Context: an optimization exercise on an open-source flow, tuned for small area, a short achievable clock period and few clock cycles. The choices shown serve that exercise and are no tape-out recipe. Where RTL was checked, it was by simulation tests only, not by an equivalence proof against the original. Only the layout flow was run in runs 1, 2 and 5; the RTL was not checked for function there. Power and IR drop assume default switching activity.

<file path="design/flow/run.sh">
#!/bin/bash
# synth_recipe.tcl (not shown) runs the flow's synth.tcl, then flattens the netlist and writes it again
# the make line also repeats each setting of config.mk as NAME=value (left out here)
make -C /OpenROAD-flow-scripts/flow DESIGN_CONFIG=/design/flow/config.mk WORK_HOME=/design/flow/orfs CLKGATE_MAP_FILE= SYNTH_SCRIPT=/design/flow/synth_recipe.tcl finish
</file>
<file path="design/flow/config.mk">
export PLATFORM = sky130hd
export DESIGN_NAME = MultiCycleCPU
export DESIGN_NICKNAME = MultiCycleCPU
export VERILOG_FILES = /design/flow/design.v
export SDC_FILE = /design/flow/constraint.sdc
export NUM_CORES = 8
export LEC_CHECK = 0
export CAP_MARGIN = 30
export CORE_MARGIN = 2
export CORE_UTILIZATION = 40
export SETUP_SLACK_MARGIN = 5
export SLEW_MARGIN = 30
export SYNTH_HIERARCHICAL = 1
</file>
<file path="design/flow/constraint.sdc">
create_clock -name core_clock -period 9.0 [get_ports {clk}]
set_input_delay 1.8000 -clock core_clock [delete_from_list [all_inputs] [get_ports {clk}]]
set_output_delay 1.8000 -clock core_clock [all_outputs]
set_load 0.01 [all_outputs]
</file>
<file path="design/flow/design.v">
module ALU(sub, rsel, shl, sha, a, b, shamt, link, sd, result, sum);
    input sub;
    input [9:0] rsel;
    input shl;
    input sha;
    input [31:0] a;
    input [31:0] b;
    input [4:0] shamt;
    input [31:0] link;
    input [31:0] sd;       
    output [31:0] result;
    output [31:0] sum;
    wire [32:0] s = {1'b0, a} + {1'b0, b ^ {32{sub}}} + {32'd0, sub};
    assign sum = s[31:0];
    wire lt  = (a[31] ^ b[31]) ? a[31] : s[31];
    wire ltu = ~s[32];
    function [31:0] rev(input [31:0] x);
        integer k;
        for (k = 0; k < 32; k = k + 1) rev[k] = x[31 - k];
    endfunction
    wire [31:0] sin = shl ? rev(b) : b;
    wire signed [32:0] sx = {sha & b[31], sin};
    wire [32:0] sr = sx >>> shamt;
    wire [31:0] shv = shl ? rev(sr[31:0]) : sr[31:0];
    assign result = ({32{rsel[0]}} & s[31:0])
                  | ({32{rsel[1]}} & (a & b))
                  | ({32{rsel[2]}} & (a | b))
                  | ({32{rsel[3]}} & (a ^ b))
                  | ({32{rsel[4]}} & ~(a | b))
                  | {31'd0, rsel[5] & lt}
                  | {31'd0, rsel[6] & ltu}
                  | ({32{rsel[7]}} & shv)
                  | ({32{rsel[8]}} & link)
                  | ({32{rsel[9]}} & sd);
endmodule
module RegisterFile(reset, clk, we, wa, wd, ra1, ra2, bpw, bpw1, bpw2, rd1, rd2);
    input reset;
    input clk;
    input we;
    input [4:0] wa;
    input [31:0] wd;
    input [4:0] ra1;
    input [4:0] ra2;
    input [31:0] bpw;
    input bpw1, bpw2;
    output [31:0] rd1;
    output [31:0] rd2;
    reg [31:0] data [1:31];
    reg [31:1] vld;
    integer i;
    always @(posedge reset or posedge clk) begin
        if (reset)
            vld <= 31'd0;
        else if (we && wa != 5'd0)
            vld[wa] <= 1'b1;
    end
    wire [31:0] s1, s2;
    assign s1[0] = bpw1;
    assign s2[0] = bpw2;
    wire [31:1] wsel;
    genvar r, b, g;
    generate
        for (r = 1; r < 32; r = r + 1) begin : row
            assign s1[r] = (ra1 == r) && vld[r] && !bpw1;
            assign s2[r] = (ra2 == r) && vld[r] && !bpw2;
            assign wsel[r] = we && (wa == r);
            wire nsel = !wsel[r];
            for (b = 0; b < 32; b = b + 1) begin : bt
                wire dn;
                RfHold hold(.we(wsel[r]), .nwe(nsel), .d(wd[b]), .q(data[r][b]), .y(dn));
                always @(posedge clk) data[r][b] <= dn;
            end
        end
        for (b = 0; b < 32; b = b + 1) begin : col
            wire [31:0] d;
            assign d[0] = bpw[b];
            for (r = 1; r < 32; r = r + 1) begin : din
                assign d[r] = data[r][b];
            end
            wire [10:0] n1, n2;
            RfAoi2 a1(.s0(s1[30]), .d0(d[30]), .s1(s1[31]), .d1(d[31]), .y(n1[10]));
            RfAoi2 a2(.s0(s2[30]), .d0(d[30]), .s1(s2[31]), .d1(d[31]), .y(n2[10]));
            for (g = 0; g < 10; g = g + 1) begin : grp
                RfAoi3 a1(.s0(s1[3*g]), .d0(d[3*g]), .s1(s1[3*g+1]), .d1(d[3*g+1]),
                          .s2(s1[3*g+2]), .d2(d[3*g+2]), .y(n1[g]));
                RfAoi3 a2(.s0(s2[3*g]), .d0(d[3*g]), .s1(s2[3*g+1]), .d1(d[3*g+1]),
                          .s2(s2[3*g+2]), .d2(d[3*g+2]), .y(n2[g]));
            end
            assign rd1[b] = ~&n1;
            assign rd2[b] = ~&n2;
        end
    endgenerate
endmodule
module RfAoi3(s0, d0, s1, d1, s2, d2, y);
    input s0, d0, s1, d1, s2, d2;
    output y;
    assign y = ~((s0 & d0) | (s1 & d1) | (s2 & d2));
endmodule
module RfAoi2(s0, d0, s1, d1, y);
    input s0, d0, s1, d1;
    output y;
    assign y = ~((s0 & d0) | (s1 & d1));
endmodule
module RfHold(we, nwe, d, q, y);
    input we, nwe, d, q;
    output y;
    assign y = (we & d) | (nwe & q);
endmodule
module MultiCycleCPU (reset, clk, mem_addr, mem_wdata, mem_we, mem_rdata);
    input reset;
    input clk;
    output [31:0] mem_addr;
    output [31:0] mem_wdata;
    output mem_we;
    input  [31:0] mem_rdata;
    reg [31:0] maddr;       
    reg        mem_cyc;     
    reg        mem_ld;      
    reg [4:0]  mem_rd;      
    reg        st_we;
    reg        ex_valid;
    reg [31:0] ir;
    reg [31:0] ex_pc4;      
    reg [31:0] ra, rb;      
    reg [31:0] opb;         
    reg        d_sub, d_useimm, d_shl;
    reg        d_wen;       
    reg [4:0]  d_wreg;
    reg        wb_we;
    reg [4:0]  wb_reg;
    reg [31:0] wb_data;
    assign mem_addr  = maddr;
    assign mem_we    = st_we;
    assign mem_wdata = wb_data;    
    wire [5:0]  op    = ir[31:26];
    wire [5:0]  fn    = ir[5:0];
    wire [4:0]  ir_rt = ir[20:16];
    wire [15:0] imm   = ir[15:0];
    wire is_r    = (op == 6'h00);
    wire is_jr   = is_r && (fn == 6'h08 || fn == 6'h09);    
    wire is_jj   = (op[5:1] == 5'b00001);                   
    wire is_beq  = (op == 6'h04);
    wire is_lw   = (op == 6'h23);
    wire is_sw   = (op == 6'h2b);
    wire [9:0] rsel;
    assign rsel[1] = (is_r && fn == 6'h24) || op == 6'h0c;
    assign rsel[2] = is_r && fn == 6'h25;
    assign rsel[3] = is_r && fn == 6'h26;
    assign rsel[4] = is_r && fn == 6'h27;
    assign rsel[5] = (is_r && fn == 6'h2a) || op == 6'h0a;
    assign rsel[6] = (is_r && fn == 6'h2b) || op == 6'h0b;
    assign rsel[7] = is_r && (fn == 6'h00 || fn == 6'h02 || fn == 6'h03);
    assign rsel[8] = (op == 6'h03) || (is_r && fn == 6'h09);
    assign rsel[9] = is_sw;
    assign rsel[0] = ~|rsel[9:1];
    wire [31:0] alu_res, alu_sum;
    ALU ALU(.sub(d_sub), .rsel(rsel), .shl(d_shl), .sha(fn[0]), .a(ra), .b(opb),
            .shamt(ir[10:6]), .link(ex_pc4), .sd(rb), .result(alu_res), .sum(alu_sum));
    wire ex_run   = ex_valid && !mem_cyc;
    wire taken    = is_beq && (ra == rb);
    wire redirect = ex_run && (is_jr || taken);
    wire [31:0] btarget = ex_pc4 + {{14{imm[15]}}, imm, 2'b00};
    wire [31:0] rtarget = is_beq ? btarget : alu_sum;
    wire to_mem   = ex_run && (is_lw || is_sw);
    wire [31:0] inst = mem_rdata;
    wire [5:0]  f_op = inst[31:26];
    wire [5:0]  f_fn = inst[5:0];
    wire [4:0]  f_rs = inst[25:21];
    wire [4:0]  f_rt = inst[20:16];
    wire [4:0]  f_rd = inst[15:11];
    wire [31:0] pc4f = maddr + 32'd4;
    wire f_isj = (f_op[5:1] == 5'b00001);   
    wire [31:0] jtarget_f = {pc4f[31:28], inst[25:0], 2'b00};
    wire f_r    = (f_op == 6'h00);
    wire f_lui  = (f_op == 6'h0f);
    wire f_andi = (f_op == 6'h0c);
    wire f_sub  = (f_r && (f_fn == 6'h22 || f_fn == 6'h23 || f_fn == 6'h2a || f_fn == 6'h2b)) ||
                  f_op == 6'h0a || f_op == 6'h0b;
    wire f_useimm = (f_op[5:3] == 3'b001) || f_op == 6'h23 || f_op == 6'h2b;
    wire [31:0] f_imm = f_lui  ? {inst[15:0], 16'h0000} :
                        f_andi ? {16'h0000, inst[15:0]} :
                                 {{16{inst[15]}}, inst[15:0]};
    wire f_jal  = (f_op == 6'h03);
    wire f_writes = (f_r && f_fn != 6'h08) || (f_op[5:3] == 3'b001) || f_jal;
    wire [4:0] f_wreg = f_jal ? 5'd31 : f_r ? f_rd : f_rt;
    wire bpe_a = ex_valid && d_wen && (d_wreg == f_rs);
    wire bpe_b = ex_valid && d_wen && (d_wreg == f_rt);
    wire bpw_a = wb_we && (wb_reg == f_rs);
    wire bpw_b = wb_we && (wb_reg == f_rt);
    wire [31:0] rf_a, rf_b;
    RegisterFile RegisterFile(.reset(reset), .clk(clk), .we(wb_we), .wa(wb_reg), .wd(wb_data),
                              .ra1(f_rs), .ra2(f_rt),
                              .bpw(wb_data), .bpw1(bpw_a), .bpw2(bpw_b),
                              .rd1(rf_a), .rd2(rf_b));
    wire ld_fwd = mem_ld && (mem_rd != 5'd0);
    always @(posedge reset or posedge clk) begin
        if (reset) begin
            maddr    <= 32'd0;
            mem_cyc  <= 1'b0;
            st_we    <= 1'b0;
            ex_valid <= 1'b0;
            wb_we    <= 1'b0;
        end else if (mem_cyc) begin
            mem_cyc <= 1'b0;
            st_we   <= 1'b0;
            wb_we   <= ld_fwd;
            maddr   <= is_jj ? {ex_pc4[31:28], ir[25:0], 2'b00} : ex_pc4;
        end else begin
            ex_valid <= !redirect;
            wb_we    <= ex_valid && d_wen;
            if (redirect) begin
                maddr <= rtarget;
            end else if (to_mem) begin
                maddr   <= alu_sum;
                mem_cyc <= 1'b1;
                st_we   <= is_sw;
            end else if (f_isj) begin
                maddr <= jtarget_f;
            end else begin
                maddr <= pc4f;
            end
        end
    end
    always @(posedge clk) begin
        if (mem_cyc) begin
            wb_reg  <= mem_rd;
            wb_data <= mem_rdata;
            if (ld_fwd && mem_rd == ir[25:21]) ra <= mem_rdata;
            if (ld_fwd && mem_rd == ir[20:16]) rb <= mem_rdata;
            if (ld_fwd && mem_rd == ir[20:16] && !d_useimm) opb <= mem_rdata;
        end else begin
            wb_reg   <= d_wreg;
            wb_data  <= alu_res;
            ir       <= inst;
            ex_pc4   <= pc4f;
            ra       <= bpe_a ? alu_res : rf_a;
            rb       <= bpe_b ? alu_res : rf_b;
            opb      <= f_useimm ? f_imm : bpe_b ? alu_res : rf_b;
            d_sub    <= f_sub;
            d_useimm <= f_useimm;
            d_shl    <= f_r && (f_fn == 6'h00);
            d_wen    <= f_writes && (f_wreg != 5'd0);
            d_wreg   <= f_wreg;
            if (to_mem) begin
                mem_ld  <= is_lw;
                mem_rd  <= ir_rt;
            end
        end
    end
endmodule
</file>
==> results of run 1 <==
[layer usage]
layer | wire, um | global-route usage [%]
met5 | 332 | 1.57
met4 | 32600 | 30.4
met3 | 49600 | 15.6
met2 | 131000 | 56.1
met1 | 111000 | 47.0
[critical path: cells and delay by family]
family          cells  cell delay, ps
buf+inv             6             670
mux                 1             180
xor+xnor            1             180
simple gates        8            2460
compound gates      2             560
[power by group through the flow]
| stage | Sequential [uW] | Combinational (uW) | Clock [uW] |
|---|---|---|---|
| finish | 7330 | 2970 | 6010 |
| global route | 7350 | 3130 | 6210 |
| CTS | 7260 | 2820 | 5980 |
| detailed placement | 7350 | 2670 | 0 |
| global placement | 7340 | 2630 | 0 |
| floorplan | 7180 | 1520 | 0 |
[repair_timing]
| action | 4_1_cts | 5_1_grt |
|---|---|---|
| setup buffers | 104 | 91 |
| setup endpoints to repair | 183 | 159 |
| gates resized for setup | 446 | 143 |
| cloned | 42 | 2 |
| pin swaps | 296 | 244 |
[cell type report]
type                            instances  area [um2]  area share (%)
Clock buffer                          186        3870            5.12
Timing Repair Buffer                  505        5270            6.97
Clock inverter                         63         915            1.21
Sequential cell                      1271       27600            36.5
Inverter                              199         756            1.00
Tap cell                             2044        2560            3.38
Antenna cell                            6        15.0          0.0199
Multi-Input combinational cell       4066       34600            45.8
[modules after synthesis (local to each module, per instance)]
module         times used  flops+latches  area (um2)
ALU                     1              0        7810
MultiCycleCPU           1            248       13900
RfAoi2                 64              0        12.5
RfHold                992              0        8.76
RegisterFile            1           1023       24000
RfAoi3                640              0        10.0
[logic make-up (layout without fill, tap and decap cells)]
logic type,after synthesis,in the layout,synth area share [%]
xor gates and xnor gates,178,178,2.54
AOI/OAI and AO/OA,2407,2407,33.3
other,0,6,0
DFF,1271,1271,44.7
buffers and inverters,369,953,2.39
muxes,246,246,5.31
and+or+nand+nor,1067,1092,8.82
adders and majority gates,143,143,2.93
[metrics by stage]
| step | cell area [um2] | utilization, % | hold slack [ps] | setup WS [ps] |
|---|---|---|---|---|
| after floorplan | 61800 | - | 441 | 4070 |
| after global placement | 66200 | 43.1 | 472 | 1860 |
| after detailed placement | 66200 | 43.1 | 477 | 1890 |
| after CTS | 74300 | 48.4 | 496 | 4410 |
| after global routing | 75600 | 49.2 | 508 | 3680 |
| final | 75600 | 49.2 | 498 | 3640 |
[synthesized netlist by cell type, types with 8 or more instances]
master    number
a211oi_1      17
a21o_1        44
a21oi_1      191
a221o_1       24
a221oi_1      14
a222oi_1     648
a22o_1       997
a22oi_1       69
a22oi_2       64
a31oi_1       15
and2_1        12
and3_1        79
buf_1         14
buf_2         20
clkbuf_1     125
dfrtp_1       67
dfxtp_1     1029
edfxtp_1     175
ha_1         141
inv_1        193
mux2_2        42
mux2i_1      143
mux4_2        58
nand2_1      257
nand2b_1      28
nand3_1       72
nand4_1      236
nand4b_1      10
nor2_1       239
nor2b_1       34
nor3_1        31
nor3b_1        9
nor4_1        18
o211ai_1      23
o21a_1         8
o21ai_0      139
o21ai_1       19
o21bai_1       8
o31ai_1       60
or2_2          8
or3_1          8
xnor2_1       94
xor2_1        83
[worst paths after layout]
path                                            from                         to  slack [ps]
min in group asynchronous                      reset       RegisterFile.vld[17]        1450
hold / removal             RegisterFile.data[25][28]  RegisterFile.data[25][28]         500
setup / recovery                       mem_rdata[21]                      ra[2]        3640
max in group asynchronous                      reset                    mem_cyc        6980
setup reg to reg                           wb_reg[3]                      rb[8]        4210
hold reg to reg            RegisterFile.data[25][28]  RegisterFile.data[25][28]         500
==> impl_metrics.ini, run 1 <==
[clock_network]
postCtsHoldBufs = 0
htree_levels = 4
cts_root_buf = clkbuf_16
clockBufferDepth = 3
cts.sinks = 1271
cts.clk_slew.worst_paths_ps = 60
cts_tree = built
cts_inserted_buffers = 136
clkLatencyLatePin_ps = 830

[pwr]
p_total_uw = 16300
pwr-share-seq_pct = 44.9
p_leak_uw = 0.0296
internal_power_uw = 11100
power_switching_uw = 5240
switching_share_pct = 32.2
power_density_nw_per_um2 = 216
vdd_ir_drop_max_v = 0.000208
p_clk_share_pct = 36.8
combPwrFrac_pct = 18.2

[critical_path]
critical-path-max-stage-delay_ps = 720
crit_type = in2reg
path_max_fanout = 7
worstPathRequired_ps = 9510
cp.arrival_ps = 5870
reg2reg_depth = 15
cp_cell_sequence = buf_6, buf_8, xor2_4, nor4_4, and3_4, nand2b_4, buf_12, buf_6, nor2_4, and3_4, buf_4, buf_6, a222oi_1, nand4_1, nor2_2, nand4_1, mux2i_1, a21oi_1
crit_path_frequent_cell = buf_6
end_kind = register
crit_slowest_cell = nand4_1
startpoint_type = primary input

[die]
dieHeight_um = 397
rows = 144
dieArea_um2 = 157000
fp.coreArea_um2 = 154000
fp.dieW_um = 397
io_pins = 99
initial_core_util_pct = 40.2

[placement]
io_buffers = 98
place_inst = 7846
dp_hpwl_um = 193000
place_congestion = 1.03

[detailed_routing]
wl_per_cell_um = 38.9
wirelength_um = 324000
drt-initial-drc-count = 13600
avgViaCountPerCell = 7.56
drc = 0
firstDrtPassIters = 17
vias = 63000
ant_nets = 0

[timing]
max_freq_mhz = 187
rsz0062_at_grt = yes
worst_pin_slew_ps = 1200
skew_ps = 65.7
min_period_ps = 5360
hold_viol_final = 0
relSlewSlack_pct = 19.5
fin_tns_setup_ps = 0
timing.final.crit_share_pct = 59.5
finalSetupViolCount = 0
slew_violations = 0

[yosys]
yosysTopAreaCell = dfxtp_1
synth_area_per_cell_um2 = 10.9
yosys-top-cells-area = dfxtp_1 (33%), a22o_1 (14%), a222oi_1 (11%)
synth_warnings = 11
ys_seq_elements = 1271
synth_cell_types = 92
synth_area_um2 = 61700
synth-edff-count = 175
yosys.area.top_type_share_pct = 33.4
synth-seq-area-share_pct = 44.7
syn_inst = 5681
async_reset_ff_share_pct = 5.27
synth_nets = 5858
ys.flop_type = dfxtp_1

[grt]
grt_pass1_wl_um = 448000
antenna_found_initial = 14
grt_start_max_net_pins = 84
grt-ovfl-total = 0
grt_pass1_vias = 57600
gr-usage-all-layers_pct = 39.3

[final_layout]
syn_to_final_growth_pct = 22.6
n_fill_cell = 13800
regMostFlops = RegisterFile.data
layout_commonest_cell = dfxtp_1
largest_register_ffs = 992
final_cell_mix = dfxtp_1 (1015), a22o_1 (997), a222oi_1 (648)
fin_cells = 8340
fin_nets = 6356
drive_gt1_share_pct = 17.9

[worst_hold_path]
worstHoldPathType = reg2reg
holdPathStages = 1

[outcome]
status = timing/DRC/antenna clean

[job]
cap_violations = 0
==> run 2: changes to the inputs <==
--- a/design/flow/design.v
+++ b/design/flow/design.v
@@ -34,5 +34,5 @@
                   | ({32{rsel[9]}} & sd);
 endmodule
-module RegisterFile(reset, clk, we, wa, wd, ra1, ra2, bpw, bpw1, bpw2, rd1, rd2);
+module RegisterFile(reset, clk, we, wa, wd, ra1, ra2, rd1, rd2);
     input reset;
     input clk;
@@ -42,6 +42,4 @@
     input [4:0] ra1;
     input [4:0] ra2;
-    input [31:0] bpw;
-    input bpw1, bpw2;
     output [31:0] rd1;
     output [31:0] rd2;
@@ -55,13 +53,15 @@
             vld[wa] <= 1'b1;
     end
-    wire [31:0] s1, s2;
-    assign s1[0] = bpw1;
-    assign s2[0] = bpw2;
+    wire [3:0] lo1 = 4'b0001 << ra1[1:0];
+    wire [7:0] hi1 = 8'b00000001 << ra1[4:2];
+    wire [3:0] lo2 = 4'b0001 << ra2[1:0];
+    wire [7:0] hi2 = 8'b00000001 << ra2[4:2];
+    wire [31:1] s1, s2;
     wire [31:1] wsel;
     genvar r, b, g;
     generate
         for (r = 1; r < 32; r = r + 1) begin : row
-            assign s1[r] = (ra1 == r) && vld[r] && !bpw1;
-            assign s2[r] = (ra2 == r) && vld[r] && !bpw2;
+            assign s1[r] = hi1[r / 4] && lo1[r % 4] && vld[r];
+            assign s2[r] = hi2[r / 4] && lo2[r % 4] && vld[r];
             assign wsel[r] = we && (wa == r);
             wire nsel = !wsel[r];
@@ -73,17 +73,16 @@
         end
         for (b = 0; b < 32; b = b + 1) begin : col
-            wire [31:0] d;
-            assign d[0] = bpw[b];
+            wire [31:1] d;
             for (r = 1; r < 32; r = r + 1) begin : din
                 assign d[r] = data[r][b];
             end
             wire [10:0] n1, n2;
-            RfAoi2 a1(.s0(s1[30]), .d0(d[30]), .s1(s1[31]), .d1(d[31]), .y(n1[10]));
-            RfAoi2 a2(.s0(s2[30]), .d0(d[30]), .s1(s2[31]), .d1(d[31]), .y(n2[10]));
+            assign n1[10] = ~(s1[31] & d[31]);
+            assign n2[10] = ~(s2[31] & d[31]);
             for (g = 0; g < 10; g = g + 1) begin : grp
-                RfAoi3 a1(.s0(s1[3*g]), .d0(d[3*g]), .s1(s1[3*g+1]), .d1(d[3*g+1]),
-                          .s2(s1[3*g+2]), .d2(d[3*g+2]), .y(n1[g]));
-                RfAoi3 a2(.s0(s2[3*g]), .d0(d[3*g]), .s1(s2[3*g+1]), .d1(d[3*g+1]),
-                          .s2(s2[3*g+2]), .d2(d[3*g+2]), .y(n2[g]));
+                RfAoi3 a1(.s0(s1[3*g+1]), .d0(d[3*g+1]), .s1(s1[3*g+2]), .d1(d[3*g+2]),
+                          .s2(s1[3*g+3]), .d2(d[3*g+3]), .y(n1[g]));
+                RfAoi3 a2(.s0(s2[3*g+1]), .d0(d[3*g+1]), .s1(s2[3*g+2]), .d1(d[3*g+2]),
+                          .s2(s2[3*g+3]), .d2(d[3*g+3]), .y(n2[g]));
             end
             assign rd1[b] = ~&n1;
@@ -96,9 +95,4 @@
     output y;
     assign y = ~((s0 & d0) | (s1 & d1) | (s2 & d2));
-endmodule
-module RfAoi2(s0, d0, s1, d1, y);
-    input s0, d0, s1, d1;
-    output y;
-    assign y = ~((s0 & d0) | (s1 & d1));
 endmodule
 module RfHold(we, nwe, d, q, y);
@@ -191,5 +185,4 @@
     RegisterFile RegisterFile(.reset(reset), .clk(clk), .we(wb_we), .wa(wb_reg), .wd(wb_data),
                               .ra1(f_rs), .ra2(f_rt),
-                              .bpw(wb_data), .bpw1(bpw_a), .bpw2(bpw_b),
                               .rd1(rf_a), .rd2(rf_b));
     wire ld_fwd = mem_ld && (mem_rd != 5'd0);
@@ -234,7 +227,7 @@
             ir       <= inst;
             ex_pc4   <= pc4f;
-            ra       <= bpe_a ? alu_res : rf_a;
-            rb       <= bpe_b ? alu_res : rf_b;
-            opb      <= f_useimm ? f_imm : bpe_b ? alu_res : rf_b;
+            ra       <= bpe_a ? alu_res : bpw_a ? wb_data : rf_a;
+            rb       <= bpe_b ? alu_res : bpw_b ? wb_data : rf_b;
+            opb      <= f_useimm ? f_imm : bpe_b ? alu_res : bpw_b ? wb_data : rf_b;
             d_sub    <= f_sub;
             d_useimm <= f_useimm;
==> run 2 against run 1 <==
Clock skew increased by 6.5 ps. Register-to-register slack improved by 590 ps. Synthesized area about the same. Synthesized cell count increased by 0.44%. Core utilization increased by 0.44 points. Fmax increased by 15%. Still clean. Final cell count increased by 1.3%. Sequential cell count unchanged. Cell area increased by 1.0%. Worst hold slack got worse by 20 ps. Highest routed layer unchanged. Critical path depth decreased by 3. Sequential share of layout area decreased by 0.39 points.
==> impl_metrics.ini, run 2 <==
[outcome]
status = timing/DRC/antenna clean

[yosys]
synth_commonest_cells = dfxtp_1 (1029), a22o_1 (999), a222oi_1 (644)
synth_nets = 5881
synth_area_um2 = 61700
ys.flop_type = dfxtp_1
yosysTopAreaCell = dfxtp_1
async_reset_ff_share_pct = 5.27
synth-edff-count = 175
synth_area_per_cell_um2 = 10.8
synth_cell_types = 95
synth_warnings = 11
yosys.area.top_type_share_pct = 33.4
syn_inst = 5706
synth-seq-area-share_pct = 44.6
ys_seq_elements = 1271
yosys-top-cells-area = dfxtp_1 (33%), a22o_1 (14%), a222oi_1 (10%)
yosysMostFrequentCell = dfxtp_1

[grt]
busiest_layer = met2
grtUsageMet3_pct = 17.5
met2_usage_pct = 57.0
grt-ovfl-total = 0
grt_start_max_net_pins = 101
grt_pass1_wl_um = 456000
antenna_found_initial = 28
use_met1_pct = 48.4
grt_pass1_vias = 57900
gr-usage-all-layers_pct = 40.3

[die]
fp.dieW_um = 397
fp.coreArea_um2 = 154000
initial_core_util_pct = 40.1
dieArea_um2 = 157000
io_pins = 99
rows = 144
dieHeight_um = 397

[detailed_routing]
wirelength_um = 337000
avgViaCountPerCell = 7.54
ant_nets = 0
wl_per_cell_um = 39.9
vias = 63700
firstDrtPassIters = 15
drt-initial-drc-count = 13600
drc = 0

[clock_network]
cts.sinks = 1271
cts.clk_slew.worst_paths_ps = 60
cts_tree = built
clkLatencyLatePin_ps = 850
cts_inserted_buffers = 143
htree_levels = 4
postCtsHoldBufs = 0
cts_root_buf = clkbuf_16
clockBufferDepth = 3

[pwr]
p_leak_uw = 0.0309
vdd_ir_drop_max_v = 0.000201
power_density_nw_per_um2 = 217
p_total_uw = 16600

[worst_hold_path]
hp-start = maddr[0]
hold_end = ex_pc4[0]
holdPathStages = 0
worstHoldPathType = reg2reg

[critical_path]
critical-path-max-stage-delay_ps = 620
path_max_fanout = 6
cp_cell_sequence = buf_6, buf_12, buf_4, nor2_2, and3_4, buf_12, bufbuf_16, a222oi_1, nand4_1, a2111o_1, mux2i_1, nand2_1, o21ai_0, nor2b_1, o31ai_1
startpoint_type = primary input
end_kind = register
reg2reg_depth = 12
crit_path_frequent_cell = buf_12
reg2reg_to = opb[26]
cp.arrival_ps = 5190
cp-startpoint = mem_rdata[16]
worst_r2r_startpoint = d_shl
worstPathRequired_ps = 9550
crit_type = in2reg
rrSetupSlack_ps = 4800
crit_slowest_cell = a2111o_1

[final_layout]
final_area_um2 = 76400
drive_gt1_share_pct = 16.0
final_cell_mix = dfxtp_1 (1023), a22o_1 (999), a222oi_1 (644)
fin_nets = 6441
largest_register_ffs = 992
regMostFlops = RegisterFile.data
syn_to_final_growth_pct = 23.8
n_fill_cell = 13600
layout_commonest_cell = dfxtp_1

[timing]
worst_pin_slew_ps = 1140
relSlewSlack_pct = 23.7
finalSetupViolCount = 0
min_period_ps = 4650
skew_ps = 72.2
fin_tns_setup_ps = 0
rsz0062_at_grt = yes
hold_viol_final = 0
slew_violations = 0
max_freq_mhz = 215
timing.final.crit_share_pct = 51.6

[placement]
postPlaceCellArea_um2 = 66200
place_congestion = 1.02
dp_hpwl_um = 197000
io_buffers = 98

[job]
cap_violations = 0
[run 2: per-module statistics from Yosys (local to each module, per instance)]
module         copies in the design  flip-flops and latches  area (um2)  cells
RfHold                          992                       0        8.76      1
ALU                               1                       0        7810    980
RfAoi3                          640                       0        10.0      1
MultiCycleCPU                     1                     248       14400   1485
RegisterFile                      1                    1023       24400   1609
[run 2: worst max path at each step]
stage,end,slack (ps),cells past startpoint
floorplan,opb[0],4160,4
global placement,opb[19],2700,13
detailed placement,opb[25],2660,13
CTS,opb[19],4720,13
global route,opb[21],4460,15
finish,opb[16],4350,15
[run 2: what timing repair did]
| item | CTS | global route |
|---|---|---|
| resized for setup | 415 | 113 |
| pin swaps | 195 | 150 |
| hold endpoints to repair | 0 | 0 |
| buffers inserted | 168 | 68 |
| cloned | 42 | 14 |
| endpoints found under the setup margin | 161 | 138 |
[run 2: cells by family (layout without fill, tap and decap cells)]
kind of cell    count (synthesis)  count (layout)  share of synthesized area (%)
compound gates               2469            2469                           33.9
xor+xnor                      177             177                           2.56
fa+ha+maj                     141             141                           2.88
buf+inv                       374            1041                           2.49
flops                        1271            1271                           44.6
mux                           245             245                           5.26
other cells                     0              20                              0
simple gates                 1029            1040                           8.28
[run 2: final cells by class]
| type | instances | area [um2] | area share (%) |
|---|---|---|---|
| multi-input combinational | 4072 | 33600 | 44.0 |
| antenna | 20 | 50.0 | 0.0655 |
| sequential | 1271 | 27500 | 36.1 |
| inverter | 191 | 719 | 0.942 |
| timing repair buffer | 587 | 6950 | 9.10 |
| clock buffer | 214 | 4200 | 5.50 |
| clock inverter | 49 | 754 | 0.988 |
| tap | 2044 | 2560 | 3.35 |
[run 2: worst max-delay path, delay by kind of cell]
kind                   cells  cell delay [ps]
muxes                      1              180
AOI/OAI and AO/OA          4             1260
buffers and inverters      5              740
and+or+nand+nor            5             1180
[run 2: metal layers]
| metal | vias to the layer above | share of wire [%] |
|---|---|---|
| met4 | 34 | 9.5 |
| li1 | 25400 | - |
| met1 | 31000 | 35 |
| met5 | - | 0.20 |
| met2 | 5712 | 40 |
| met3 | 1602 | 15 |
[run 2: metrics by stage]
stage	hold WS (ps)	cells	setup slack, ps	utilization (%)
finish	479	8448	4350	49.7
global route	504	8433	4460	49.7
CTS	481	8346	4720	48.9
detailed placement	467	7873	2660	43.1
global placement	466	7871	2700	43.0
floorplan	441	5706	4160	-
[run 2: where the power goes]
group	switching [uW]	internal (uW)	total, uW
combinational	1820	1260	3080
clock	2670	3540	6210
sequential	824	6460	7290
==> run 3: changes to the inputs <==
--- a/design/flow/design.v
+++ b/design/flow/design.v
@@ -34,5 +34,5 @@
                   | ({32{rsel[9]}} & sd);
 endmodule
-module RegisterFile(reset, clk, we, wa, wd, ra1, ra2, rd1, rd2);
+module RegisterFile(reset, clk, we, wa, wd, ra1, ra2, rn1, rn2);
     input reset;
     input clk;
@@ -42,6 +42,6 @@
     input [4:0] ra1;
     input [4:0] ra2;
-    output [31:0] rd1;
-    output [31:0] rd2;
+    output [351:0] rn1;
+    output [351:0] rn2;
     reg [31:0] data [1:31];
     reg [31:1] vld;
@@ -86,6 +86,6 @@
                           .s2(s2[3*g+3]), .d2(d[3*g+3]), .y(n2[g]));
             end
-            assign rd1[b] = ~&n1;
-            assign rd2[b] = ~&n2;
+            assign rn1[11*b +: 11] = n1;
+            assign rn2[11*b +: 11] = n2;
         end
     endgenerate
@@ -182,9 +182,31 @@
     wire bpw_a = wb_we && (wb_reg == f_rs);
     wire bpw_b = wb_we && (wb_reg == f_rt);
-    wire [31:0] rf_a, rf_b;
+    wire [351:0] rn_a, rn_b;
     RegisterFile RegisterFile(.reset(reset), .clk(clk), .we(wb_we), .wa(wb_reg), .wd(wb_data),
-                              .ra1(f_rs), .ra2(f_rt),
-                              .rd1(rf_a), .rd2(rf_b));
+                              .ra1(f_rs), .ra2(f_rt), .rn1(rn_a), .rn2(rn_b));
     wire ld_fwd = mem_ld && (mem_rd != 5'd0);
+    wire ld_a = ld_fwd && (mem_rd == ir[25:21]);
+    wire ld_b = ld_fwd && (mem_rd == ir[20:16]);
+    function [31:0] opsel(input s_ld, input s_hold, input s_alu, input s_wb, input s_imm,
+                          input s_rf, input [31:0] hold, input [31:0] alu, input [351:0] rn);
+        integer k;
+        for (k = 0; k < 32; k = k + 1)
+            opsel[k] = (s_ld & mem_rdata[k]) | (s_hold & hold[k]) | (s_alu & alu[k]) |
+                       (s_wb & wb_data[k]) | (s_imm & f_imm[k]) | (s_rf & ~&rn[11*k +: 11]);
+    endfunction
+    wire fa_alu = !mem_cyc && bpe_a;
+    wire fa_wb  = !mem_cyc && !bpe_a && bpw_a;
+    wire fa_rf  = !mem_cyc && !bpe_a && !bpw_a;
+    wire fb_alu = !mem_cyc && bpe_b;
+    wire fb_wb  = !mem_cyc && !bpe_b && bpw_b;
+    wire fb_rf  = !mem_cyc && !bpe_b && !bpw_b;
+    wire fo_imm = !mem_cyc && f_useimm;
+    wire fo_ld  = mem_cyc && ld_b && !d_useimm;
+    wire [31:0] ra_n  = opsel(mem_cyc && ld_a, mem_cyc && !ld_a, fa_alu, fa_wb, 1'b0, fa_rf,
+                              ra, alu_res, rn_a);
+    wire [31:0] rb_n  = opsel(mem_cyc && ld_b, mem_cyc && !ld_b, fb_alu, fb_wb, 1'b0, fb_rf,
+                              rb, alu_res, rn_b);
+    wire [31:0] opb_n = opsel(fo_ld, mem_cyc && !fo_ld, fb_alu && !f_useimm, fb_wb && !f_useimm,
+                              fo_imm, fb_rf && !f_useimm, opb, alu_res, rn_b);
     always @(posedge reset or posedge clk) begin
         if (reset) begin
@@ -216,10 +238,10 @@
     end
     always @(posedge clk) begin
+        ra  <= ra_n;
+        rb  <= rb_n;
+        opb <= opb_n;
         if (mem_cyc) begin
             wb_reg  <= mem_rd;
             wb_data <= mem_rdata;
-            if (ld_fwd && mem_rd == ir[25:21]) ra <= mem_rdata;
-            if (ld_fwd && mem_rd == ir[20:16]) rb <= mem_rdata;
-            if (ld_fwd && mem_rd == ir[20:16] && !d_useimm) opb <= mem_rdata;
         end else begin
             wb_reg   <= d_wreg;
@@ -227,7 +249,4 @@
             ir       <= inst;
             ex_pc4   <= pc4f;
-            ra       <= bpe_a ? alu_res : bpw_a ? wb_data : rf_a;
-            rb       <= bpe_b ? alu_res : bpw_b ? wb_data : rf_b;
-            opb      <= f_useimm ? f_imm : bpe_b ? alu_res : bpw_b ? wb_data : rf_b;
             d_sub    <= f_sub;
             d_useimm <= f_useimm;
--- a/design/flow/config.mk
+++ b/design/flow/config.mk
@@ -9,5 +9,5 @@
 export CORE_MARGIN = 2
 export CORE_UTILIZATION = 40
-export SETUP_SLACK_MARGIN = 5
+export SETUP_SLACK_MARGIN = 4
 export SLEW_MARGIN = 30
 export SYNTH_HIERARCHICAL = 1
==> run 3 against run 2 <==
Still clean on timing, DRC and antenna. Cell area is 6.9% lower. Non-clock buffer count shrank 289. Sequential cell count did not move. Fmax down 10%. Clock skew decreased by 18 ps. Critical path depth is 3 lower. Synthesized cell count grew 3.5%. Via count is 3.9% lower. Global-route usage shrank 2.4 points. Largest cell class unchanged. Largest power group unchanged.
==> impl_metrics.ini, run 3 <==
[yosys]
synth_area_per_cell_um2 = 10.5
yosys.area.top_type_share_pct = 36.5
yosys-top-cells-area = dfxtp_1 (36%), a22o_1 (14%), a222oi_1 (10%)
yosysMostFrequentCell = dfxtp_1
synth_nets = 6079
syn_inst = 5903
synth_area_um2 = 61800
yosysTopAreaCell = dfxtp_1
ys_seq_elements = 1271
synth_cell_types = 106
synth-edff-count = 79
synth_commonest_cells = dfxtp_1 (1125), a22o_1 (996), a222oi_1 (642)
synth_warnings = 11
async_reset_ff_share_pct = 5.27
synth-seq-area-share_pct = 43.0
ys.flop_type = dfxtp_1

[critical_path]
worstPathRequired_ps = 9680
startpoint_type = primary input
rrSetupSlack_ps = 4200
crit_type = in2reg
cp_top_family = simple AND/OR/NAND/NOR gates
reg2reg_depth = 13
worst_r2r_startpoint = opb[6]
cp_cell_sequence = clkdlybuf4s50_1, buf_4, nor2b_1, and2_1, and3_1, buf_4, a222oi_1, nand4_1, nor4_1, nor3_1, a21oi_1, nand2_1
path_buf_inv = 3
path_max_fanout = 32
crit_slowest_cell = a222oi_1
end_kind = register
crit_path_frequent_cell = buf_4
critical-path-max-stage-delay_ps = 730
reg2reg_to = opb[25]
cp.arrival_ps = 5860

[detailed_routing]
ant_nets = 0
wirelength_um = 312000
firstDrtPassIters = 14
drc = 0
avgViaCountPerCell = 7.40
drt-initial-drc-count = 12000
vias = 61200
wl_per_cell_um = 37.7

[grt]
grt_start_max_net_pins = 56
grt_pass1_wl_um = 436000
gr-usage-all-layers_pct = 37.9
antenna_found_initial = 5
grt-ovfl-total = 0
grt_pass1_vias = 56600

[final_layout]
regMostFlops = RegisterFile.data
fin_nets = 6300
layout_commonest_cell = dfxtp_1
final_cell_mix = dfxtp_1 (1097), a22o_1 (996), a222oi_1 (642)
largest_register_ffs = 992
n_fill_cell = 14400
final_area_um2 = 71100
syn_to_final_growth_pct = 15.0
drive_gt1_share_pct = 11.2

[timing]
skew_ps = 54.4
slew_violations = 0
worst_pin_slew_ps = 1120
finalSetupViolCount = 0
relSlewSlack_pct = 25.0
rsz0062_at_grt = yes
min_period_ps = 5180
max_freq_mhz = 193
fin_tns_setup_ps = 0
timing.final.crit_share_pct = 57.6
hold_viol_final = 0

[clock_network]
postCtsHoldBufs = 0
cts.sinks = 1271
clockBufferDepth = 3
cts.clk_slew.worst_paths_ps = 60
cts_root_buf = clkbuf_16
post-cts-setup-buffers = 0
clkLatencyLatePin_ps = 820
cts_tree = built
htree_levels = 4
cts_inserted_buffers = 142

[die]
dieArea_um2 = 158000
fp.coreArea_um2 = 154000
io_pins = 99
dieHeight_um = 397
initial_core_util_pct = 40.2
rows = 144
fp.dieW_um = 397

[placement]
io_buffers = 98
postPlaceCellArea_um2 = 66100
place_congestion = 1.01
dp_hpwl_um = 201000

[worst_hold_path]
worstHoldPathType = reg2reg
holdPathStages = 1
hp-start = RegisterFile.vld[29]
hold_end = RegisterFile.vld[29]

[job]
cap_violations = 0

[pwr]
p_total_uw = 16000
vdd_ir_drop_max_v = 0.000165
power_density_nw_per_um2 = 225
p_leak_uw = 0.0277

[outcome]
status = timing/DRC/antenna clean
run 3: cell type report:
class	count	area [um2]	area share (%)
Antenna cell	1	2.50	0.00352
Sequential cell	1271	26600	37.4
Tap cell	2044	2560	3.60
Timing Repair Buffer	298	2490	3.51
Clock buffer	201	4070	5.72
Inverter	144	543	0.764
Clock inverter	51	647	0.910
Multi-Input combinational cell	4267	34100	48.0
run 3: where the power goes:
part / total, uW / internal (uW) / switching [uW]
clock network: 6020 / 3440 / 2580
logic: 2840 / 1120 / 1720
registers: 7090 / 6320 / 770
total: 16000 / 10900 / 5080
run 3: worst register-to-register path, stage by stage (launching register included):
cell and delay (ps):
dfxtp_1 760, xor2_1 170, ha_1 470, nand2_1 120, or3_1 330, o41ai_2 570, a21o_1 170, a31oi_1 140
o21ai_1 350, mux2i_1 420, o221ai_1 440, nand2_1 140, o21ai_0 180, a221o_1 390
run 3: per-stage QoR:
stage	setup WS [ps]	hold slack, ps	util (%)	cells
after floorplan	5100	442	-	5903
after detailed placement	3050	470	43.0	8024
after global routing	3900	497	46.2	8276
final	3820	494	46.2	8277
after CTS	4000	484	46.1	8276
after global placement	3040	469	43.0	8023
run 3: layer usage:
layer / share of wire [%] / wire length [um] / global-route usage, % / vias up
met2: 41 / 129000 / 55.2 / 4841
met3: 13 / 41200 / 11.6 / 1053
met4: 8.2 / 25500 / 25.2 / 8
met1: 37 / 116000 / 48.1 / 30000
li1: - / - / - / 25300
met5: 0.015 / 48 / 0 / -
run 3: Yosys stat by module (local to each module, per instance):
| module | cells inside | times used | area, um2 |
|---|---|---|---|
| RegisterFile | 1389 | 1 | 22800 |
| MultiCycleCPU | 1902 | 1 | 16100 |
| ALU | 980 | 1 | 7810 |
| RfAoi3 | 1 | 640 | 10.0 |
| RfHold | 1 | 992 | 8.76 |
run 3: kinds of logic (layout without fill, tap and decap cells):
kind of cell	after synthesis	count (layout)	share of synthesized area, %
AOI/OAI and AO/OA	2420	2420	33.1
DFF	1271	1271	43.0
and+or+nand+nor	1255	1255	10.3
buffers and inverters	365	694	2.41
muxes	278	278	5.85
xor gates and xnor gates	172	172	2.47
adders and majority gates	142	142	2.90
other	0	1	0
run 3: what timing repair did:
item                                    4_1_cts  5_1_grt
endpoints found under the setup margin       23       50
pin swaps                                     0       10
hold endpoints to repair                      0        0
cloned                                        0        0
gates resized for setup                      16       33
run 3: worst max path at each step:
| stage | to | slack (ps) | from | cells past startpoint |
|---|---|---|---|---|
| after floorplan | opb[29] | 5100 | mem_rdata[18] | 10 |
| after global placement | opb[16] | 3040 | mem_rdata[16] | 12 |
| final | ra[12] | 3820 | mem_rdata[25] | 12 |
| after detailed placement | rb[18] | 3050 | mem_rdata[17] | 12 |
| after global routing | rb[18] | 3900 | mem_rdata[17] | 12 |
| after CTS | opb[25] | 4000 | mem_rdata[17] | 12 |
Testbench counts of run 3, summed over its fixed seeds: cycles 111,946.
==> run 4: changes to the inputs <==
--- a/design/flow/config.mk
+++ b/design/flow/config.mk
@@ -9,5 +9,5 @@
 export CORE_MARGIN = 2
 export CORE_UTILIZATION = 40
-export SETUP_SLACK_MARGIN = 4
+export SETUP_SLACK_MARGIN = 5
 export SLEW_MARGIN = 30
 export SYNTH_HIERARCHICAL = 1
==> run 4 against run 3 <==
Still clean. Cell area grew 4.6%. Register-to-register slack gained 740 ps. Core utilization grew 2.1 points. Critical path type unchanged. Critical endpoint is now rb[11]. Largest power group unchanged. Highest routed layer unchanged.
==> impl_metrics.ini, run 4 <==
[yosys]
synth_nets = 6079
synth_area_um2 = 61800
synth_warnings = 11
yosysTopAreaCell = dfxtp_1
synth-seq-area-share_pct = 43.0
yosysMostFrequentCell = dfxtp_1
async_reset_ff_share_pct = 5.27
synth_area_per_cell_um2 = 10.5
synth_commonest_cells = dfxtp_1 (1125), a22o_1 (996), a222oi_1 (642)
synth_cell_types = 106
ys.flop_type = dfxtp_1
yosys.area.top_type_share_pct = 36.5
ys_seq_elements = 1271
synth-edff-count = 79
yosys-top-cells-area = dfxtp_1 (36%), a22o_1 (14%), a222oi_1 (10%)
syn_inst = 5903

[critical_path]
path_max_fanout = 32
crit_type = in2reg
cp.arrival_ps = 4910
reg2reg_depth = 15
end_kind = register
crit_slowest_cell = nand4_1
critical-path-max-stage-delay_ps = 810
cp_cell_sequence = buf_6, buf_12, and2_4, and3_1, buf_6, a222oi_1, nand4_1, nor3_4, a21oi_2, mux2i_1, mux2i_1
startpoint_type = primary input
worstPathRequired_ps = 9650

[timing]
timing.final.crit_share_pct = 47.3
slew_violations = 0
fin_ws_ps = 4750
finalSetupViolCount = 0
hold_viol_final = 0
max_freq_mhz = 235
skew_ps = 56.6
fin_tns_setup_ps = 0
worst_pin_slew_ps = 1070
min_period_ps = 4250
holdWs_ps = 495
rsz0062_at_grt = yes
relSlewSlack_pct = 28.3

[final_layout]
seqCellArea_um2 = 26600
layout_commonest_cell = dfxtp_1
largest_register_ffs = 992
regMostFlops = RegisterFile.data
final_area_um2 = 74400
multi_input_area_um2 = 35500
final_cell_mix = dfxtp_1 (1087), a22o_1 (996), a222oi_1 (642)
fin_nets = 6433
syn_to_final_growth_pct = 20.3
n_fill_cell = 14100
drive_gt1_share_pct = 15.8

[grt]
grt-ovfl-total = 0
antenna_found_initial = 19
grt_pass1_vias = 57300
grt_start_max_net_pins = 56
gr-usage-all-layers_pct = 39.2
grt_pass1_wl_um = 449000

[pwr]
vdd_ir_drop_max_v = 0.000166
power_density_nw_per_um2 = 217
p_leak_uw = 0.0290

[worst_hold_path]
holdPathStages = 1
worstHoldPathType = reg2reg

[placement]
postPlaceCellArea_um2 = 66100
io_buffers = 98
dp_slack_ps = 3050
dp_hpwl_um = 201000
place_congestion = 1.01

[clock_network]
cts_root_buf = clkbuf_16
htree_levels = 4
clkLatencyLatePin_ps = 820
postCtsHoldBufs = 0
cts_tree = built
clockBufferDepth = 3
cts.clk_slew.worst_paths_ps = 60
cts.sinks = 1271
cts_inserted_buffers = 142

[detailed_routing]
vias = 63000
wirelength_um = 327000
wl_per_cell_um = 38.8
ant_nets = 0
avgViaCountPerCell = 7.49
drt-initial-drc-count = 13100
firstDrtPassIters = 17
drc = 0

[die]
dieHeight_um = 397
rows = 144
dieArea_um2 = 158000
fp.coreArea_um2 = 154000
fp.dieW_um = 397
initial_core_util_pct = 40.2
io_pins = 99

[job]
cap_violations = 0

[outcome]
status = timing/DRC/antenna clean
[run 4: cell counts after synthesis]
Identical to the previous run, type by type.
[run 4: final cells by class]
cell class / instances / area share, %
Antenna cell: 6 / 0.0202
Clock buffer: 201 / 5.47
Clock inverter: 51 / 0.870
Inverter: 144 / 0.732
Multi-Input combinational cell: 4278 / 47.7
Sequential cell: 1271 / 35.8
Tap cell: 2044 / 3.44
Timing Repair Buffer: 420 / 5.96
[run 4: metal layers]
metal	vias up	GRT usage, %	wire [um]
met4	26	27.9	29800
met5	-	0.393	244
met2	5284	56.3	133000
li1	25700	-	-
met3	1289	12.4	45500
met1	30800	49.6	118000
[run 4: final timing paths]
check / from / to / slack (ps)
max: mem_rdata[19] / rb[11] / 4750
min: RegisterFile.vld[26] / RegisterFile.vld[26] / 490
max reg2reg: d_sub / opb[25] / 4940
min reg2reg: RegisterFile.vld[26] / RegisterFile.vld[26] / 490
max in group asynchronous: reset / RegisterFile.vld[1] / 6610
min in group asynchronous: reset / RegisterFile.vld[31] / 1670
[run 4: logic make-up after synthesis]
logic type | count (synthesis) | synth area share (%)
multiplexers | 278 | 5.85
AND/OR/NAND/NOR | 1255 | 10.3
adder cells (fa/ha/maj) | 142 | 2.90
XOR/XNOR | 172 | 2.47
buffers and inverters | 365 | 2.41
flip-flops | 1271 | 43.0
AO/OA/AOI/OAI | 2420 | 33.1
[run 4: critical path: cells and delay by family]
kind                   cells  cell delay [ps]
AND/OR/NAND/NOR            4             1730
AO/OA/AOI/OAI              2              610
buffers and inverters      3              460
multiplexers               2              280
[run 4: stage by stage]
step                      utilization, %  power (uW)  std cells
after detailed placement            43.0        9900       8024
after global routing                48.4       16600       8409
after floorplan                        -        8540       5903
final                               48.4       16200       8415
after CTS                           47.5       15900       8335
after global placement              43.0        9880       8023
[run 4: power by group]
part           total (uW)  switching, uW  internal, uW
clock                6040           2600          3440
sequential           7150            825          6320
combinational        2980           1780          1200
[run 4: modules after synthesis, one instance, submodules excluded]
| module | cell area (um2) | flops+latches |
|---|---|---|
| ALU | 7810 | 0 |
| MultiCycleCPU | 16100 | 248 |
| RegisterFile | 22800 | 1023 |
| RfAoi3 | 10.0 | 0 |
| RfHold | 8.76 | 0 |
[run 4: repair_timing]
action	CTS	global route
buffers inserted	39	61
pin swaps	132	83
gates resized for setup	376	137
gates cloned	20	13
endpoints found under the setup margin	169	130
==> run 5: changes to the inputs <==
--- a/design/flow/design.v
+++ b/design/flow/design.v
@@ -1,37 +1,2 @@
-module ALU(sub, rsel, shl, sha, a, b, shamt, link, sd, result, sum);
-    input sub;
-    input [9:0] rsel;
-    input shl;
-    input sha;
-    input [31:0] a;
-    input [31:0] b;
-    input [4:0] shamt;
-    input [31:0] link;
-    input [31:0] sd;       
-    output [31:0] result;
-    output [31:0] sum;
-    wire [32:0] s = {1'b0, a} + {1'b0, b ^ {32{sub}}} + {32'd0, sub};
-    assign sum = s[31:0];
-    wire lt  = (a[31] ^ b[31]) ? a[31] : s[31];
-    wire ltu = ~s[32];
-    function [31:0] rev(input [31:0] x);
-        integer k;
-        for (k = 0; k < 32; k = k + 1) rev[k] = x[31 - k];
-    endfunction
-    wire [31:0] sin = shl ? rev(b) : b;
-    wire signed [32:0] sx = {sha & b[31], sin};
-    wire [32:0] sr = sx >>> shamt;
-    wire [31:0] shv = shl ? rev(sr[31:0]) : sr[31:0];
-    assign result = ({32{rsel[0]}} & s[31:0])
-                  | ({32{rsel[1]}} & (a & b))
-                  | ({32{rsel[2]}} & (a | b))
-                  | ({32{rsel[3]}} & (a ^ b))
-                  | ({32{rsel[4]}} & ~(a | b))
-                  | {31'd0, rsel[5] & lt}
-                  | {31'd0, rsel[6] & ltu}
-                  | ({32{rsel[7]}} & shv)
-                  | ({32{rsel[8]}} & link)
-                  | ({32{rsel[9]}} & sd);
-endmodule
 module RegisterFile(reset, clk, we, wa, wd, ra1, ra2, rn1, rn2);
     input reset;
@@ -148,7 +113,26 @@
     assign rsel[9] = is_sw;
     assign rsel[0] = ~|rsel[9:1];
-    wire [31:0] alu_res, alu_sum;
-    ALU ALU(.sub(d_sub), .rsel(rsel), .shl(d_shl), .sha(fn[0]), .a(ra), .b(opb),
-            .shamt(ir[10:6]), .link(ex_pc4), .sd(rb), .result(alu_res), .sum(alu_sum));
+    wire [32:0] alu_s = {1'b0, ra} + {1'b0, opb ^ {32{d_sub}}} + {32'd0, d_sub};
+    wire [31:0] alu_sum = alu_s[31:0];
+    wire alu_lt  = (ra[31] ^ opb[31]) ? ra[31] : alu_s[31];
+    wire alu_ltu = ~alu_s[32];
+    function [31:0] rev(input [31:0] x);
+        integer k;
+        for (k = 0; k < 32; k = k + 1) rev[k] = x[31 - k];
+    endfunction
+    wire [31:0] sh_in = d_shl ? rev(opb) : opb;
+    wire signed [32:0] sh_x = {fn[0] & opb[31], sh_in};
+    wire [32:0] sh_r = sh_x >>> ir[10:6];
+    wire [31:0] shv = d_shl ? rev(sh_r[31:0]) : sh_r[31:0];
+    wire [31:0] alu_res = ({32{rsel[0]}} & alu_s[31:0])
+                        | ({32{rsel[1]}} & (ra & opb))
+                        | ({32{rsel[2]}} & (ra | opb))
+                        | ({32{rsel[3]}} & (ra ^ opb))
+                        | ({32{rsel[4]}} & ~(ra | opb))
+                        | {31'd0, rsel[5] & alu_lt}
+                        | {31'd0, rsel[6] & alu_ltu}
+                        | ({32{rsel[7]}} & shv)
+                        | ({32{rsel[8]}} & ex_pc4)
+                        | ({32{rsel[9]}} & rb);
     wire ex_run   = ex_valid && !mem_cyc;
     wire taken    = is_beq && (ra == rb);
==> run 5 against run 4 <==
Sequential share of layout area decreased by 0.30 points. First-iteration DRC count increased by 18%. Clock-buffer cell count decreased by 3. Cell area increased by 0.80%. Routed wire length increased by 8.1%. Combinational power increased by 2%. Worst hold slack improved by 1.0 ps. Critical path depth increased by 1. Setup slack got worse by 200 ps. Synthesized area decreased by 1.3%. Final cell count increased by 0.69%. Largest cell class unchanged. Highest routed layer unchanged.
==> impl_metrics.ini, run 5 <==
[yosys]
synth-edff-count = 79
syn_inst = 5841
synth_cell_types = 99
synth_commonest_cells = dfxtp_1 (1125), a22o_1 (1006), a222oi_1 (665)
synth-seq-area-share_pct = 43.6
synth_area_per_cell_um2 = 10.4
synth_nets = 6017
ys.flop_type = dfxtp_1
yosysMostFrequentCell = dfxtp_1
yosysTopAreaCell = dfxtp_1
async_reset_ff_share_pct = 5.27
synth_area_um2 = 61000
ys_seq_elements = 1271
yosys.area.top_type_share_pct = 36.9
yosys-top-cells-area = dfxtp_1 (37%), a22o_1 (14%), a222oi_1 (11%)
synth_warnings = 10

[detailed_routing]
routed.top_layer = met5
dr_wl_met2_um = 140000
avgViaCountPerCell = 7.71
drc = 0
vias = 65400
firstDrtPassIters = 15
drt-initial-drc-count = 15500
wl_met1_um = 121000
wirelength_um = 353000
ant_nets = 0
dr_wl_met3_um = 55900
wl_per_cell_um = 41.7

[critical_path]
critical-path-max-stage-delay_ps = 750
startpoint_type = primary input
cp.arrival_ps = 5150
end_kind = register
crit_type = in2reg
worstPathRequired_ps = 9690
crit_slowest_cell = nand4_1
cp_cell_sequence = buf_6, buf_8, and2_4, nor2b_4, and3_4, buf_12, a222oi_1, nand4_1, or4_4, o21ai_4, nor2_1, a211o_1
path_max_fanout = 5

[die]
fp.dieW_um = 394
initial_core_util_pct = 40.2
dieHeight_um = 394
rows = 143
fp.coreArea_um2 = 152000
io_pins = 99
dieArea_um2 = 156000

[timing]
fin_tns_setup_ps = 0
timing.final.crit_share_pct = 49.5
slew_violations = 0
finalSetupViolCount = 0
relSlewSlack_pct = 23.8
skew_ps = 49.2
rsz0062_at_grt = yes
hold_viol_final = 0
min_period_ps = 4460
max_freq_mhz = 224
worst_pin_slew_ps = 1140

[job]
cap_violations = 0

[final_layout]
final_cell_mix = dfxtp_1 (1104), a22o_1 (1006), a222oi_1 (665)
fin_cells = 8473
final_area_um2 = 74900
syn_to_final_growth_pct = 22.9
fin_nets = 6490
drive_gt1_share_pct = 17.3
largest_register_ffs = 992
fin_util_pct = 49.4
layout_commonest_cell = dfxtp_1
regMostFlops = RegisterFile.data

[clock_network]
cts.clk_slew.worst_paths_ps = 60
htree_levels = 4
cts_inserted_buffers = 143
clkLatencyLatePin_ps = 830
cts_tree = built
cts.sinks = 1271
clockBufferDepth = 3
cts_root_buf = clkbuf_16
postCtsHoldBufs = 0

[placement]
postPlaceCellArea_um2 = 65800
place_congestion = 1.09
place_inst = 8008
io_buffers = 98
dp_hpwl_um = 223000

[pwr]
vdd_ir_drop_max_v = 0.000205
p_leak_uw = 0.0294
power_density_nw_per_um2 = 218

[grt]
antenna_found_initial = 41
grt_pass1_wl_um = 481000
grt_start_max_net_pins = 53
grt-ovfl-total = 0
gr-usage-all-layers_pct = 43.0
grt_pass1_vias = 59200

[worst_hold_path]
worstHoldPathType = reg2reg

[outcome]
status = timing/DRC/antenna clean
==> run 5: cell count changes after synthesis, moves of 19 or more <==
cell	previous run	this run
a22oi_1	108	7
mux2i_1	157	101
nor2_1	209	235
nor3_1	100	74
a222oi_1	642	665
nand3_1	148	125
a221oi_1	14	35
mux4_2	58	39
o211ai_1	29	48
o221ai_1	1	20
==> run 5: critical path: cells and delay by family <==
family / cells / cell delay [ps]
simple gates: 6 / 2100
compound gates: 3 / 840
buf+inv: 3 / 390
==> run 5: cells by family after synthesis <==
| group | Yosys count | share of synthesized area [%] |
|---|---|---|
| flops | 1271 | 43.6 |
| buf+inv | 355 | 2.28 |
| compound gates | 2429 | 34.0 |
| xor+xnor | 173 | 2.51 |
| simple gates | 1264 | 10.4 |
| fa+ha+maj | 142 | 2.94 |
| mux | 207 | 4.35 |
==> run 5: area by class of cell <==
cell class,count,area (um2)
multi-input cells,4233,35000
fillers,13900,76800
repair buffers,506,5300
inverters,159,604
well taps,2030,2540
clock inverters,62,716
diodes,14,35.0
clock buffers,198,4140
flip-flops and latches,1271,26600
==> run 5: path summary, 6_finish.rpt <==
| path | from | end | slack (ps) | depth (start not counted) |
|---|---|---|---|---|
| hold / removal | RegisterFile.data[28][23] | RegisterFile.data[28][23] | 500 | 1 |
| max in group asynchronous | reset | mem_cyc | 6420 | 3 |
| min in group asynchronous | reset | maddr[8] | 1720 | 2 |
| hold reg to reg | RegisterFile.data[28][23] | RegisterFile.data[28][23] | 500 | 1 |
| setup reg to reg | d_sub | ra[16] | 4930 | 10 |
| setup / recovery | mem_rdata[17] | rb[26] | 4540 | 12 |
==> run 5: routing by layer <==
metal	vias to the layer above	track usage, %
met5	-	0.616
met4	38	32.8
met3	1711	19.4
met2	6067	60.5
met1	31800	50.9
li1	25800	-
==> run 5: timing repair <==
item / CTS / global route
pin swaps: 178 / 141
setup buffers: 101 / 51
gates resized for setup: 441 / 153
endpoints found under the hold margin: 0 / 0
endpoints found under the setup margin: 177 / 125
cloned: 32 / 6
==> run 5: modules after synthesis, one instance, submodules excluded <==
module         times used  cell area, um2  cells
RfHold                992            8.76      1
MultiCycleCPU           1           23100   2820
RegisterFile            1           22800   1389
RfAoi3                640            10.0      1
==> run 5: power by group <==
part,leakage (uW),switching [uW],internal [uW]
sequential,0.0108,811,6330
combinational,0.0162,1860,1190
clock,0.00239,2610,3560
total,0.0294,5280,11100
==> run 5: through the flow <==
stage / hold WS [ps] / power, uW / setup WS (ps)
detailed placement: 470 / 9880 / 2650
CTS: 495 / 16100 / 4840
finish: 496 / 16300 / 4540
floorplan: 442 / 8480 / 5000
global route: 507 / 16700 / 4740
global placement: 473 / 9850 / 2680
==> run 6: changes to the inputs <==
--- a/design/flow/design.v
+++ b/design/flow/design.v
@@ -172,11 +172,4 @@
     wire ld_a = ld_fwd && (mem_rd == ir[25:21]);
     wire ld_b = ld_fwd && (mem_rd == ir[20:16]);
-    function [31:0] opsel(input s_ld, input s_hold, input s_alu, input s_wb, input s_imm,
-                          input s_rf, input [31:0] hold, input [31:0] alu, input [351:0] rn);
-        integer k;
-        for (k = 0; k < 32; k = k + 1)
-            opsel[k] = (s_ld & mem_rdata[k]) | (s_hold & hold[k]) | (s_alu & alu[k]) |
-                       (s_wb & wb_data[k]) | (s_imm & f_imm[k]) | (s_rf & ~&rn[11*k +: 11]);
-    endfunction
     wire fa_alu = !mem_cyc && bpe_a;
     wire fa_wb  = !mem_cyc && !bpe_a && bpw_a;
@@ -187,10 +180,23 @@
     wire fo_imm = !mem_cyc && f_useimm;
     wire fo_ld  = mem_cyc && ld_b && !d_useimm;
-    wire [31:0] ra_n  = opsel(mem_cyc && ld_a, mem_cyc && !ld_a, fa_alu, fa_wb, 1'b0, fa_rf,
-                              ra, alu_res, rn_a);
-    wire [31:0] rb_n  = opsel(mem_cyc && ld_b, mem_cyc && !ld_b, fb_alu, fb_wb, 1'b0, fb_rf,
-                              rb, alu_res, rn_b);
-    wire [31:0] opb_n = opsel(fo_ld, mem_cyc && !fo_ld, fb_alu && !f_useimm, fb_wb && !f_useimm,
-                              fo_imm, fb_rf && !f_useimm, opb, alu_res, rn_b);
+    wire [31:0] ra_x  = ({32{mem_cyc && ld_a}} & mem_rdata) | ({32{mem_cyc && !ld_a}} & ra) |
+                        ({32{fa_wb}} & wb_data);
+    wire [31:0] rb_x  = ({32{mem_cyc && ld_b}} & mem_rdata) | ({32{mem_cyc && !ld_b}} & rb) |
+                        ({32{fb_wb}} & wb_data);
+    wire [31:0] opb_x = ({32{fo_ld}} & mem_rdata) | ({32{mem_cyc && !fo_ld}} & opb) |
+                        ({32{fb_wb && !f_useimm}} & wb_data) | ({32{fo_imm}} & f_imm);
+    wire [31:0] ra_n, rb_n, opb_n;
+    genvar k;
+    generate
+        for (k = 0; k < 32; k = k + 1) begin : opf
+            OpFinal fa(.m0(~&rn_a[11*k +: 4]), .m1(~&rn_a[11*k+4 +: 4]), .m2(~&rn_a[11*k+8 +: 3]),
+                       .s(fa_rf), .a(alu_res[k]), .t(fa_alu), .x(ra_x[k]), .y(ra_n[k]));
+            OpFinal fb(.m0(~&rn_b[11*k +: 4]), .m1(~&rn_b[11*k+4 +: 4]), .m2(~&rn_b[11*k+8 +: 3]),
+                       .s(fb_rf), .a(alu_res[k]), .t(fb_alu), .x(rb_x[k]), .y(rb_n[k]));
+            OpFinal fo(.m0(~&rn_b[11*k +: 4]), .m1(~&rn_b[11*k+4 +: 4]), .m2(~&rn_b[11*k+8 +: 3]),
+                       .s(fb_rf && !f_useimm), .a(alu_res[k]), .t(fb_alu && !f_useimm),
+                       .x(opb_x[k]), .y(opb_n[k]));
+        end
+    endgenerate
     always @(posedge reset or posedge clk) begin
         if (reset) begin
@@ -245,2 +251,7 @@
     end
 endmodule
+module OpFinal(m0, m1, m2, s, a, t, x, y);
+    input m0, m1, m2, s, a, t, x;
+    output y;
+    assign y = (s & (m0 | m1 | m2)) | (t & a) | x;
+endmodule
==> run 6 against run 5 <==
Routed wire length shrank 8.7%. Combinational power is 25% lower. Via count shrank 2.6%. Worst hold slack got worse by 17 ps. Setup slack gained 170 ps. First-iteration DRC count increased by 0.33%. Largest power group unchanged. Fmax rose by 4.0%. Core utilization fell by 1.5 points. Die area grew 0.11%. Still clean on timing, DRC and antenna. Non-clock buffer count fell by 113. Register-to-register slack better by 60 ps. Clock power hardly changed.
==> impl_metrics.ini, run 6 <==
[outcome]
status = timing/DRC/antenna clean

[timing]
hold_viol_final = 0
fin_tns_setup_ps = 0
fin_ws_ps = 4710
min_period_ps = 4290
timing.final.crit_share_pct = 47.6
relSlewSlack_pct = 27.3
skew_ps = 51.9
holdWs_ps = 479
worst_pin_slew_ps = 1090
finalSetupViolCount = 0
slew_violations = 0
max_freq_mhz = 233
rsz0062_at_grt = yes

[critical_path]
worstPathRequired_ps = 9710
critical-path-max-stage-delay_ps = 840
reg2reg_depth = 14
end_kind = register
cp.arrival_ps = 4990
crit_type = in2reg
cp_cell_sequence = clkdlybuf4s50_1, buf_12, nor3_1, and3_1, buf_12, a222oi_1, nand4_1, o31ai_2, nand2_1
path_max_fanout = 32
startpoint_type = primary input
crit_slowest_cell = nand4_1
crit_path_frequent_cell = buf_12

[worst_hold_path]
holdPathStages = 1
worstHoldPathType = reg2reg

[die]
fp.dieW_um = 395
rows = 143
dieArea_um2 = 156000
io_pins = 99
initial_core_util_pct = 40.2
dieHeight_um = 395
fp.coreArea_um2 = 152000

[yosys]
ys.flop_type = dfxtp_1
yosys-top-cells-area = dfxtp_1 (37%), a22o_1 (14%), a222oi_1 (11%)
syn_inst = 5857
synth_cell_types = 105
synth-edff-count = 79
synth_area_per_cell_um2 = 10.4
yosysMostFrequentCell = dfxtp_1
synth_area_um2 = 61100
yosysTopAreaCell = dfxtp_1
async_reset_ff_share_pct = 5.27
ys_seq_elements = 1271
yosys.area.top_type_share_pct = 36.9
synth_warnings = 10
synth_nets = 6033
synth-seq-area-share_pct = 43.5
synth_commonest_cells = dfxtp_1 (1125), a22o_1 (998), a222oi_1 (658)

[clock_network]
cts_root_buf = clkbuf_16
clkLatencyLatePin_ps = 840
clockBufferDepth = 3
htree_levels = 4
cts_tree = built
cts.clk_slew.worst_paths_ps = 60
cts_inserted_buffers = 139
cts.sinks = 1271

[final_layout]
final_cell_mix = dfxtp_1 (1091), a22o_1 (998), a222oi_1 (658)
n_fill_cell = 14000
multi_input_area_um2 = 34200
largest_register_ffs = 992
fin_nets = 6386
layout_commonest_cell = dfxtp_1
drive_gt1_share_pct = 13.8
regMostFlops = RegisterFile.data
syn_to_final_growth_pct = 19.0
seqCellArea_um2 = 26600
fin_cells = 8360

[detailed_routing]
drc = 0
drt-initial-drc-count = 15500
firstDrtPassIters = 14
ant_nets = 0
wl_per_cell_um = 38.6
wirelength_um = 322000
vias = 63600
avgViaCountPerCell = 7.61

[grt]
grt_start_max_net_pins = 74
gr-usage-all-layers_pct = 39.0
grt_pass1_wl_um = 445000
grt_pass1_vias = 58200
antenna_found_initial = 10
grt-ovfl-total = 0

[job]
cap_violations = 0

[placement]
place_inst = 8002
dp_hpwl_um = 198000
io_buffers = 98
dp_slack_ps = 3260
place_congestion = 1.08

[pwr]
vdd_ir_drop_max_v = 0.000205
power_density_nw_per_um2 = 210
p_leak_uw = 0.0281
[run 6: cell types whose count changed after synthesis, sizes merged, moves of 18 or more]
cell    change
a211oi     -21
a21oi      +55
a22oi      +22
clkbuf     -21
mux2i      +27
nand2      +90
nor2       -37
nor3       -34
nor4       -42
o211ai     -26
o31ai      +99
or4        -18
xnor2      +21
xor2       -21
[run 6: kinds of logic (layout without fill, tap and decap cells)]
| family | Yosys count | count (layout) | share of synthesized area, % |
|---|---|---|---|
| xor+xnor | 173 | 173 | 2.51 |
| buf+inv | 330 | 792 | 2.19 |
| fa+ha+maj | 142 | 142 | 2.93 |
| simple gates | 1231 | 1233 | 9.84 |
| mux | 232 | 232 | 4.73 |
| compound gates | 2478 | 2478 | 34.3 |
| flops | 1271 | 1271 | 43.5 |
| other cells | 0 | 9 | 0 |
[run 6: final cells by class]
type	count	area share [%]
clock inverter	56	1.18
antenna	9	0.0310
sequential	1271	36.7
inverter	147	0.766
tap	2030	3.50
timing repair buffer	393	5.28
multi-input combinational	4258	47.0
clock buffer	196	5.57
[run 6: layer usage]
metal,part of all wire (%),GRT usage (%),up-vias
met5,0.17,1.08,-
met4,8.1,25.9,20
met3,17,15.5,1352
met2,39,53.0,6227
met1,36,50.4,30700
li1,-,-,25400
[run 6: what timing repair did]
| action | CTS | global route |
|---|---|---|
| buffers inserted | 64 | 25 |
| gates cloned | 2 | 5 |
| endpoints found under the hold margin | 0 | 0 |
| gates resized for setup | 150 | 140 |
| hold buffers | 0 | 0 |
| pin swaps | 65 | 50 |
| endpoints found under the setup margin | 161 | 121 |
[run 6: per-module statistics from Yosys (local to each module, per instance)]
module	times used	flops+latches	cell area [um2]	cells inside
MultiCycleCPU	1	248	21600	2548
RegisterFile	1	1023	22800	1389
RfHold	992	0	8.76	1
RfAoi3	640	0	10.0	1
OpFinal	96	0	16.3	3
[run 6: path summary, 6_finish.rpt]
path | slack (ps) | to | startpoint
setup reg to reg | 4990 | rb[15] | d_sub
setup / recovery | 4710 | ra[26] | mem_rdata[24]
max in group asynchronous | 6970 | mem_cyc | reset
hold reg to reg | 480 | RegisterFile.vld[27] | RegisterFile.vld[27]
hold / removal | 480 | RegisterFile.vld[27] | RegisterFile.vld[27]
min in group asynchronous | 1560 | RegisterFile.vld[6] | reset
[run 6: worst max-delay path, delay by kind of cell]
| kind | cells | cell delay (ps) |
|---|---|---|
| buffers and inverters | 3 | 890 |
| and+or+nand+nor | 4 | 1260 |
| AOI/OAI and AO/OA | 2 | 1000 |
[run 6: metrics by stage]
step	util [%]	power (uW)	instance area, um2
floorplan	-	8010	61100
global placement	43.2	8960	65600
detailed placement	43.2	8990	65600
CTS	47.3	15100	71700
global route	47.9	15600	72600
finish	47.9	15300	72600
[run 6: report_power, final]
group | leakage (uW) | switching, uW | internal (uW)
sequential | 0.0108 | 615 | 6210
combinational | 0.0149 | 1360 | 933
clock | 0.00240 | 2640 | 3510
Testbench counts of run 6, summed over its fixed seeds: cycles 111,946.

Check on run 6: ideal ports give 4.714 ns setup slack; a clkbuf_16 on the clock port and buf_2 on the inputs give 4.766 ns; moving port delays by the midpoint clock arrival (0.891 ns) as well gives 3.875 ns.
